Source: an optimization exercise on an open RTL-to-GDS flow (aim: small area and a short achievable clock period). Production flows keep margins and buffers that such runs may drop. At most, simulation tests tie the RTL to the original design; equivalence was not proved. Power and IR drop assume default switching activity.

Setup of rev 12:
==> flow/design.v <==
module alu_pre(instruction, regA, regB, p, g, sh, sl, sr, fctl, beq);
input  [31:0] instruction, regA, regB;
output [31:0] p;           
output [31:0] g;           
output        sh;          
output        sl, sr;      
output [3:0]  fctl;        
output        beq;         
function [4:0] neg5(input [4:0] x);   
    neg5 = {x[4] ^ (|x[3:0]), x[3] ^ (|x[2:0]), x[2] ^ (|x[1:0]),
            x[1] ^ x[0], x[0]};
endfunction
wire [5:0] op = instruction[31:26];
wire [5:0] fn = instruction[5:0];
wire       rsz = (instruction[25:21] == 5'b0);
wire r = (op == 6'b000000);
wire r_add  = r & (fn == 6'b100000);
wire r_addu = r & (fn == 6'b100001);
wire r_sub  = r & (fn == 6'b100010);
wire r_subu = r & (fn == 6'b100011);
wire r_and  = r & (fn == 6'b100100);
wire r_or   = r & (fn == 6'b100101);
wire r_xor  = r & (fn == 6'b100110);
wire r_nor  = r & (fn == 6'b100111);
wire r_slt  = r & (fn == 6'b101010);
wire r_sltu = r & (fn == 6'b101011);
wire r_sll  = r & (fn == 6'b000000);
wire r_srl  = r & (fn == 6'b000010 || fn == 6'b000011);
wire r_sllv = r & (fn == 6'b000100);
wire r_srlv = r & (fn == 6'b000110 || fn == 6'b000111);
wire i_addi  = (op == 6'b001000);
wire i_addiu = (op == 6'b001001);
wire i_andi  = (op == 6'b001100);
wire i_ori   = (op == 6'b001101);
wire i_xori  = (op == 6'b001110);
wire i_beq   = (op == 6'b000100) | (op == 6'b000101);
wire i_slti  = (op == 6'b001010);
wire i_sltiu = (op == 6'b001011);
wire i_mem   = (op == 6'b100011) | (op == 6'b101011);
wire sub   = r_sub | r_subu | r_slt | r_sltu | i_beq | i_slti | i_sltiu;
wire add   = r_add | r_addu | i_addi | i_addiu | i_mem;
wire simm  = i_addi | i_slti | i_mem;
wire l_and = r_and | i_andi;
wire l_or  = r_or | i_ori;
wire l_xor = r_xor | i_xori;
wire shl   = r_sll | r_sllv;
wire shr   = r_srl | r_srlv;
wire shc   = r_sll | r_srl;
wire [31:0] imm = {{16{simm & instruction[15]}}, instruction[15:0]};
wire        rr = r | i_beq;                     
wire [31:0] u = (rr | rsz) ? regA : regB;
wire [31:0] v = rr ? regB : imm;
wire       big   = rsz ? (|regA[31:5]) : (|regB[31:5]);
wire       shz   = (r_sllv | r_srlv) & big;       
wire c_addR = (fn[5:1] == 5'b10000);
wire c_subR = fn[5] & ~fn[4] & ~fn[2] & fn[1];
wire c_shR  = (fn[5:3] == 3'b000) & (fn[1] | ~fn[0]);
wire c_addI = (op == 6'b001000) | (op == 6'b001001) | i_mem;
wire c_subI = (op[5:2] == 4'b0001 & ~op[1]) | (op[5:1] == 5'b00101);
wire c_add  = r ? c_addR : c_addI;
wire c_sub  = r ? c_subR : c_subI;
wire c_ox   = r ? (fn == 6'b100101 | fn == 6'b100110)            
                : (op == 6'b001101 | op == 6'b001110);
wire c_ao   = r ? (fn[5:1] == 5'b10010) : (op[5:1] == 5'b00110);   
wire c_sh   = r & c_shR;
wire c_nor  = r & (fn == 6'b100111);
wire c_swsub = c_sub & rr & ~rsz;            
wire [3:0] tp  = {c_sub | c_ao | c_sh,
                  c_add | c_ox | (c_sh & ~rsz),
                  c_add | c_ox | (c_sh & rsz),
                  c_sub | c_nor};
wire [3:0] tg  = {c_add, c_sub & ~c_swsub, c_swsub, 1'b0};
wire [3:0] tp0 = {c_ao | c_sh,
                  c_sub | c_add | c_ox | (c_sh & ~rsz),
                  c_sub | c_add | c_ox | (c_sh & rsz),
                  c_nor};
wire [3:0] tg0 = {c_add | c_sub, c_sub & ~c_swsub, c_swsub, c_sub};
wire [4:0] sh_c = shl ? instruction[10:6] : neg5(instruction[10:6]);
wire [4:0] sh_a = shc ? sh_c : shl ? regA[4:0] : neg5(regA[4:0]);
wire [4:0] sh_b = shc ? sh_c : shl ? regB[4:0] : neg5(regB[4:0]);
wire [4:0] ra   = rsz ? sh_a : sh_b;
genvar i;
generate for (i = 0; i < 32; i = i + 1) begin : bt
    if (i == 0) begin : z
        assign p[i] = tp0[{u[i], v[i]}];
        assign g[i] = tg0[{u[i], v[i]}];
    end else if (i >= 27) begin : a
        assign p[i] = tp[{u[i], v[i]}];
        assign g[i] = (shl | shr) ? ra[i-27] : tg[{u[i], v[i]}];
    end else begin : n
        assign p[i] = tp[{u[i], v[i]}];
        assign g[i] = tg[{u[i], v[i]}];
    end
end endgenerate
assign sh = shl | shr;
wire       sz = (ra == 5'd0);
assign sl = (shl | (shr & sz)) & ~shz;
assign sr = shr & ~sz & ~shz;
wire ab31 = regA[31] ^ regB[31];
assign fctl = {(r_add & ~ab31) | (r_sub & ab31) | i_addi,
               i_addi ? instruction[15] : (rsz ? regA[31] : regB[31]),
               r_slt | i_slti, r_sltu | i_sltiu};
assign beq = i_beq;
endmodule
module alu(p, g, sh, sl, sr, fctl, beq, result, flags);
input  [31:0] p, g;
input         sh, sl, sr;
input  [3:0]  fctl;
input         beq;
output [31:0] result;
output [2:0]  flags;
wire [31:0] gg [0:5];
wire [31:0] pp [0:5];
assign gg[0] = g;
assign pp[0] = p;
genvar i, l;
generate for (l = 0; l < 5; l = l + 1) begin : lvl
    for (i = 0; i < 32; i = i + 1) begin : bt
        if (i & (1 << l)) begin : m
            assign gg[l+1][i] = gg[l][i] | (pp[l][i] & gg[l][((i >> l) << l) - 1]);
            assign pp[l+1][i] = pp[l][i] & pp[l][((i >> l) << l) - 1];
        end else begin : k
            assign gg[l+1][i] = gg[l][i];
            assign pp[l+1][i] = pp[l][i];
        end
    end
end endgenerate
wire [32:0] c = {gg[5], 1'b0};           
wire [31:0] sum = p ^ c[31:0];
wire [4:0]  ra = g[31:27];
wire [63:0] w0 = {p & {32{sl}}, p & {32{sr}}};
wire [63:0] w1 = ra[4] ? {w0[47:0], 16'b0} : w0;
wire [63:0] w2 = ra[3] ? {w1[55:0], 8'b0} : w1;
wire [63:0] w3 = ra[2] ? {w2[59:0], 4'b0} : w2;
wire [63:0] w4 = ra[1] ? {w3[61:0], 2'b0} : w3;
wire [63:0] w5 = ra[0] ? {w4[62:0], 1'b0} : w4;
assign result = sh ? w5[63:32] : sum;
assign flags = {beq & (&p[31:1]) & ~p[0], (fctl[1] & sum[31]) | (fctl[0] & ~c[32]),
                fctl[3] & (c[31] ^ fctl[2])};
endmodule
module alu_top(clk, instruction, regA, regB, result, flags);
input clk;
input [31:0] instruction, regA, regB;
output [31:0] result;
output [2:0] flags;
wire [31:0] p_d, g_d;
wire        sh_d, sl_d, sr_d, beq_d;
wire [3:0]  fctl_d;
reg  [31:0] p_q, g_q;
reg         sh_q, sl_q, sr_q, beq_q;
reg  [3:0]  fctl_q;
reg  [31:0] result_q;
reg  [2:0]  flags_q;
wire [31:0] result_d;
wire [2:0]  flags_d;
alu_pre u_pre(.instruction(instruction), .regA(regA), .regB(regB),
              .p(p_d), .g(g_d), .sh(sh_d), .sl(sl_d), .sr(sr_d),
              .fctl(fctl_d), .beq(beq_d));
alu u_alu(.p(p_q), .g(g_q), .sh(sh_q), .sl(sl_q), .sr(sr_q),
          .fctl(fctl_q), .beq(beq_q), .result(result_d), .flags(flags_d));
always @(posedge clk) begin
    p_q <= p_d;
    g_q <= g_d;
    sh_q <= sh_d;
    sl_q <= sl_d;
    sr_q <= sr_d;
    fctl_q <= fctl_d;
    beq_q <= beq_d;
    result_q <= result_d;
    flags_q <= flags_d;
end
assign result = result_q;
assign flags = flags_q;
endmodule
clock: 6.0 ns
lec_check: 0
abc_area: 1
cap_margin: 20
core_margin: 2
core_utilization: 40
setup_slack_margin: 3.2
slew_margin: 20
tns_end_percent: 5
standard.sh (not shown) runs the stock make flow with config.mk's settings and CLKGATE_MAP_FILE= SYNTH_SCRIPT=/design/flow/synth_recipe.tcl, a recipe that flattens the netlist after the stock synthesis.
==> flow/flow/run.sh <==
#!/bin/bash
# Standard ORFS layout, with plain buffers on the ports instead of the
# delay-cell buffers buffer_ports picks by default, and timing repair free
# to change a cell's footprint.
set -euo pipefail
bash standard.sh 'BUFFER_PORTS_ARGS=-buffer_cell sky130_fd_sc_hd__buf_1' MATCH_CELL_FOOTPRINT=0 finish > standard.log 2>&1
Modified inputs, rev 13 compared to rev 12
- a change of CORE_UTILIZATION from 40 to 45
Rev 12 reports its capturing element of the worst setup path as p_q[5]$_DFF_P_ while rev 13 reports p_q[9]$_DFF_P_.
Diff rev 12..rev 13 | share of synthesized area spent on multiplexers | unchanged
Sort rev 12 and rev 13 by die width asc -> top: rev 13
Compared with rev 12, cell internal power dissipation in rev 13 increased by a few percent.
Placed wire-length estimate for rev 13: about 2.7% down relative to rev 12
From rev 12 to rev 13 the numbers moved as follows: xor and xnor area share after synthesis closely matched the old numbers; clock share of power increased by 1.5 points relative to the old numbers.

========
Setup of build 92:
Starts from the design.v that is shown in full above.
clock: 6.0 ns
lec_check: 0
abc_area: 1
cap_margin: 20
core_margin: 2
core_utilization: 40
setup_slack_margin: 3.1
slew_margin: 20
tns_end_percent: 5
Scripts as last shown in full above: flow/flow/run.sh
Setup changes, build 92 to build 46
- SETUP_SLACK_MARGIN changed from 3.1 to 3.3
## What came out
Worst-path cell with the longest stage delay: nor3_4 -> build 92, a21oi_4 -> build 46
On amount of wire on met2 after detailed routing: build 46 sits above build 92.
Compared with build 92, in build 46 arrival time of the worst setup path went down, design area went up by 4.8%, worst-case setup margin in the final layout picked up an extra 0.15 ns, overall power after layout increased 1.9%.
Setup changes, build 46 to build 82
- changing SETUP_SLACK_MARGIN from 3.3 to 3.2
==> flow/flow/run.sh <==
#!/bin/bash
# Standard ORFS layout, with plain buffers on the ports instead of the
# delay-cell buffers buffer_ports picks by default, and timing repair free
# to change a cell's footprint; the buffers ABC added are removed
# before timing repair.
set -euo pipefail
bash standard.sh 'BUFFER_PORTS_ARGS=-buffer_cell sky130_fd_sc_hd__buf_1' MATCH_CELL_FOOTPRINT=0 REMOVE_ABC_BUFFERS=1 finish > standard.log 2>&1
Results
Final cell count without fillers ends up lower on build 82. Maximum number of pins on one net before global-route repair went up by more than a quarter going from build 46 to build 82. Build 46 has lower share of power burned in registers than build 82. Detailed-routed wire length on met2 in build 82 vs build 46: down 1300 um. Comparing build 46 with build 82, the area after detailed placement came out essentially unchanged. Delta (build 82 minus build 46): area of all placed cells without fillers dropped about 5%; utilization dropped 2.3 points; global routing usage on met2 dropped 0.19 points; clock period minus worst slack climbed 0.033 ns. Total leakage power: build 82 lower than build 46.
What build 40 does differently from build 82 at the input level:
- TNS_END_PERCENT now 20, was 5
[summary]
On sum of routed wire length over all layers, the higher figure sits with build 40, not build 82. | final non-filler cell total | build 82 vs build 40 | ≈ equal |. Power of build 82 is on par with build 40. Diff build 82 and build 40: area growth from synthesis to layout higher in build 40. Higher share of total power in combinational logic goes to build 40 over build 82. Worst-case setup margin in the final layout in build 40 is 0.0035 ns lower than in build 82.

========
Another version of the RTL of alu_top (not shown whole).
For scale: ~1,900 cells after synthesis, about 110 flip-flops, roughly 130 I/O pins.
Settings: LEC_CHECK=0, ABC_AREA=1, CAP_MARGIN=20, CORE_MARGIN=2, CORE_UTILIZATION=40, SETUP_SLACK_MARGIN=3.5, SLEW_MARGIN=20, TNS_END_PERCENT=5; clock period 6.0 ns.
==> flow/flow/run.sh <==
#!/bin/bash
# Standard ORFS layout, with plain buffers on the ports instead of the
# delay-cell buffers buffer_ports picks by default, and timing repair free
# to change a cell's footprint.
set -euo pipefail
bash standard.sh 'BUFFER_PORTS_ARGS=-buffer_cell sky130_fd_sc_hd__buf_1' MATCH_CELL_FOOTPRINT=0 finish > standard.log 2>&1
Change:
--- a/flow/config.mk
+++ b/flow/config.mk
@@ -10,5 +10,5 @@
 export CORE_MARGIN = 2
 export CORE_UTILIZATION = 40
-export SETUP_SLACK_MARGIN = 3.5
+export SETUP_SLACK_MARGIN = 2.8
 export SLEW_MARGIN = 20
 export TNS_END_PERCENT = 5
Total power went down by 1.5%.
Wire length went down by 10%.
Utilization went down by 3.6 points.
Change:
--- a/flow/config.mk
+++ b/flow/config.mk
@@ -6,9 +6,8 @@
 export NUM_CORES = 4
 export LEC_CHECK = 0
-export ABC_AREA = 1
 export CAP_MARGIN = 20
 export CORE_MARGIN = 2
 export CORE_UTILIZATION = 40
-export SETUP_SLACK_MARGIN = 2.8
+export SETUP_SLACK_MARGIN = 3.0
 export SLEW_MARGIN = 20
 export TNS_END_PERCENT = 5
Worst setup slack is worse by 82 ps. Hold slack is better by 39 ps. Routed wire length fell by about a fifth. Design area fell by a few percent. Non-clock buffer count rose by 31. Area after synthesis fell by roughly a tenth. Global-route usage fell by 2.8 points. Count of clock-buffer cells in the layout rose by 1. Fmax fell by a few percent. Synthesized cell count fell by well over a third. Die area fell by roughly a tenth.

========
Another version of the RTL of alu_top (not shown whole).
Size: ~1200 cells after synthesis, about 110 flip-flops, about 130 I/O pins.
clock: 6.0 ns
lec_check: 0
cap_margin: 20
core_margin: 2
core_utilization: 40
setup_slack_margin: 3.6
slew_margin: 20
run.sh (not shown) runs the stock make flow with config.mk's settings and CLKGATE_MAP_FILE= SYNTH_SCRIPT=/design/flow/synth_recipe.tcl, a recipe that flattens the netlist after the stock synthesis.
Stock flow here: none of the scripts above is used.
Next try:
==> flow/flow/run.sh (new file) <==
#!/bin/bash
# Standard ORFS layout, with plain buffers on the ports instead of the
# delay-cell buffers buffer_ports picks by default.
set -euo pipefail
bash standard.sh 'BUFFER_PORTS_ARGS=-buffer_cell sky130_fd_sc_hd__buf_2' finish > standard.log 2>&1
==> flow/standard.sh (new file) <==
#!/bin/bash
# synth_recipe.tcl (not shown) runs the flow's synth.tcl, then flattens the netlist and writes it again
# the make line also repeats each setting of config.mk as NAME=value (left out here)
make -C /OpenROAD-flow-scripts/flow DESIGN_CONFIG=/design/flow/config.mk WORK_HOME=/design/flow/orfs CLKGATE_MAP_FILE= SYNTH_SCRIPT=/design/flow/synth_recipe.tcl "${@:-finish}"
Settings changed: SETUP_SLACK_MARGIN 3.6 to unset.
removed: flow/run.sh
After rerunning: Sequential share of layout area goes up by 5.5 points. Worst setup slack is worse by 660 ps. Final area goes down by about 30%. Clock power goes up by about 0.9%. Non-clock buffer count goes down by 159. Flip-flop and latch count stays the same.
Next try:
==> flow/run.sh (new file) <==
#!/bin/bash
# synth_recipe.tcl (not shown) runs the flow's synth.tcl, then flattens the netlist and writes it again
# the make line also repeats each setting of config.mk as NAME=value (left out here)
make -C /OpenROAD-flow-scripts/flow DESIGN_CONFIG=/design/flow/config.mk WORK_HOME=/design/flow/orfs CLKGATE_MAP_FILE= SYNTH_SCRIPT=/design/flow/synth_recipe.tcl finish
removed: flow/flow/run.sh
removed: flow/standard.sh
The new run finished with timing, DRC and antenna clean. Die area does not change. Routed wire length climbs by 1.4%. Critical path depth drops by 1. Worst hold slack gets better by 8.2 ps. Global-route usage climbs by 0.16 points. Fmax drops by 6.9%. Cell area climbs by 5.4%. Non-clock buffer count climbs by 2. Count of clock-buffer cells in the layout climbs by 1. Sequential share of layout area drops by 1.0 points. Synthesized area does not change.
No run of this note included a check of the RTL's function; only the layout flow was run.

========
## indigo
alu_top, a different RTL version from the one above (not shown whole).
For scale: about 1300 cells after synthesis, about 110 flip-flops, ~130 I/O pins, roughly 0.010 mm2 of cells after synthesis.
==> flow/config.mk <==
export PLATFORM = sky130hd
export DESIGN_NAME = alu_top
export DESIGN_NICKNAME = alu_top
export VERILOG_FILES = /design/flow/design.v
export SDC_FILE = /design/flow/constraint.sdc
export NUM_CORES = 4
export LEC_CHECK = 0
export CAP_MARGIN = 20
export CORE_MARGIN = 2
export CORE_UTILIZATION = 30
export SETUP_SLACK_MARGIN = 3.0
export SLEW_MARGIN = 20
==> flow/constraint.sdc <==
create_clock -name core_clock -period 6.0 [get_ports {clk}]
set_input_delay 1.2000 -clock core_clock [delete_from_list [all_inputs] [get_ports {clk}]]
set_output_delay 1.2000 -clock core_clock [all_outputs]
set_load 0.01 [all_outputs]
standard.sh (not shown) runs the stock make flow with config.mk's settings and CLKGATE_MAP_FILE= SYNTH_SCRIPT=/design/flow/synth_recipe.tcl, a recipe that flattens the netlist after the stock synthesis.
==> flow/flow/run.sh <==
#!/bin/bash
# Standard ORFS layout, with plain buffers on the ports instead of the
# delay-cell buffers buffer_ports picks by default, and timing repair free
# to change a cell's footprint.
set -euo pipefail
bash standard.sh 'BUFFER_PORTS_ARGS=-buffer_cell sky130_fd_sc_hd__buf_2' MATCH_CELL_FOOTPRINT=0 finish > standard.log 2>&1
### indigo -> raven
-- flow/config.mk --
<<< indigo, line 10
export CORE_UTILIZATION = 30
>>> raven, line 10
export CORE_UTILIZATION = 40
<<< indigo, line 13
>>> raven, line 13
export TNS_END_PERCENT = 5
raven against indigo: multi-input gate area in the final layout now smaller; wire length reported by the detailed router now smaller. Diff indigo -> raven: maximum frequency lower, instance count after placement with tap cells included lower, clock power roughly the same, via count lower. Delta (raven minus indigo): clock share of power shows an increase of 0.5 points; post-cts gate resize count went down by about 50%. The post-place setup slack in raven was higher than what indigo gave. raven: global-route wire length before repair lower than indigo. After synthesis and placement, the instance count of raven is below that of indigo.
Inputs modified between raven and harbor:
==> flow/flow/run.sh <==
#!/bin/bash
# Standard ORFS layout, with plain buffers on the ports instead of the
# delay-cell buffers buffer_ports picks by default.
set -euo pipefail
bash standard.sh 'BUFFER_PORTS_ARGS=-buffer_cell sky130_fd_sc_hd__buf_2' finish > standard.log 2>&1
-- flow/config.mk --
<<< raven, line 13
export TNS_END_PERCENT = 5
>>> harbor, line 13
### Flow results
- Compared with raven, harbor shows a higher total power.
- Post-cts gate resize count grows by more than half when moving from raven to harbor.
- Of the two values seen for top routing layer in use, met4 was produced by raven and met5 by harbor.
- Compared with raven, harbor shows final weighted congestion of routability-driven global placement that has gone up slightly.
The inputs of lagoon differ from those of harbor as listed below.
==> flow/flow/run.sh <==
#!/bin/bash
# Standard ORFS layout, with plain buffers on the ports instead of the
# delay-cell buffers buffer_ports picks by default, and timing repair free
# to change a cell's footprint.
set -euo pipefail
bash standard.sh 'BUFFER_PORTS_ARGS=-buffer_cell sky130_fd_sc_hd__buf_2' MATCH_CELL_FOOTPRINT=0 finish > standard.log 2>&1
- lagoon ran to completion and came out clean on the timing, DRC and antenna checks.
- The master of the slowest instance on the critical path comes out nor4_4 in one run and o31a_1 in the other, namely in harbor and lagoon respectively.
- Of lagoon and harbor, it is lagoon that has the lower reported clock group power.
- NOTE total detailed-routing wirelength harbor->lagoon decreased by a few percent
- Against harbor, lagoon reports a share of final layout cell area taken by non-clock buffers that is lower.
- lagoon vs harbor: hold slack down
Input changes introduced in willow (baseline for comparison: lagoon):
-- flow/config.mk --
<<< lagoon, line 10
export CORE_UTILIZATION = 40
>>> willow, line 10
export CORE_UTILIZATION = 60
Notes after the runs:
For lagoon, the highest metal layer used by the detailed router was met5, unlike willow, where it was met4.
willow -> lagoon: clock-pin transition on the worst setup and hold timing paths flat
Core utilization: willow higher than lagoon
When the final numbers for lagoon and willow were put side by side, the leakage dissipation turned out to be greater in willow.
Function was not checked in any run of this note: the RTL went through the layout flow alone.

==> afterwards: timing with drivers on the ports <==
Ports are ideal in the flow. The routed layouts listed here were re-timed in OpenROAD.
Step 1 assumes that a clkbuf_16 drives the clock port and a buf_2 every other input.
Step 2 times the ports against the registers' clock, not the clock port: input delays grow and output delays shrink by t, the midpoint of the rising clock arrivals with the driver on.
Slacks: ideal / step 1 / step 2; pairs: ideal / step 1.
| run | shift t [ns] | slack for setup (ns) | clock arrival spread, ns | slew at the worst register clock pin (ns) |
|---|---|---|---|---|
| rev 12 | 0.401 | 3.182 / 3.198 / 2.798 | 0.009 / 0.009 | 0.08 / 0.08 |
| rev 13 | 0.392 | 3.163 / 3.182 / 2.791 | 0.012 / 0.013 | 0.08 / 0.08 |
| build 92 | 0.400 | 3.090 / 3.108 / 2.708 | 0.010 / 0.011 | 0.08 / 0.08 |
| build 46 | 0.402 | 3.238 / 3.250 / 2.848 | 0.010 / 0.010 | 0.08 / 0.08 |
| build 82 | 0.410 | 3.205 / 3.224 / 2.821 | 0.020 / 0.021 | 0.09 / 0.09 |
| build 40 | 0.411 | 3.201 / 3.226 / 2.815 | 0.020 / 0.019 | 0.09 / 0.09 |
| the first run of note 3 | 0.411 | 3.392 / 3.422 / 3.011 | 0.013 / 0.013 | 0.08 / 0.08 |
| the second run of note 3 | 0.408 | 2.846 / 2.870 / 2.461 | 0.017 / 0.017 | 0.09 / 0.09 |
| the third run of note 3 | 0.403 | 2.764 / 2.770 / 2.367 | 0.016 / 0.016 | 0.08 / 0.08 |
| the first run of note 4 | 0.412 | 2.751 / 2.775 / 2.362 | 0.015 / 0.015 | 0.08 / 0.08 |
| the second run of note 4 | 0.419 | 2.087 / 2.120 / 1.701 | 0.018 / 0.018 | 0.09 / 0.09 |
| the third run of note 4 | 0.409 | 1.797 / 1.827 / 1.418 | 0.014 / 0.014 | 0.08 / 0.08 |
| indigo | 0.408 | 2.945 / 2.948 / 2.540 | 0.012 / 0.012 | 0.08 / 0.08 |
| raven | 0.406 | 2.870 / 2.878 / 2.472 | 0.013 / 0.012 | 0.08 / 0.08 |
| harbor | 0.400 | 2.931 / 2.928 / 2.527 | 0.013 / 0.013 | 0.09 / 0.09 |
| lagoon | 0.401 | 2.902 / 2.905 / 2.504 | 0.014 / 0.013 | 0.08 / 0.08 |
| willow | 0.391 | 2.783 / 2.776 / 2.385 | 0.014 / 0.015 | 0.08 / 0.08 |
After both steps every run listed still meets setup and hold. For indigo, which loses most, drivers alone change the setup slack by +0.003 ns; drivers and shift together by -0.405 ns.
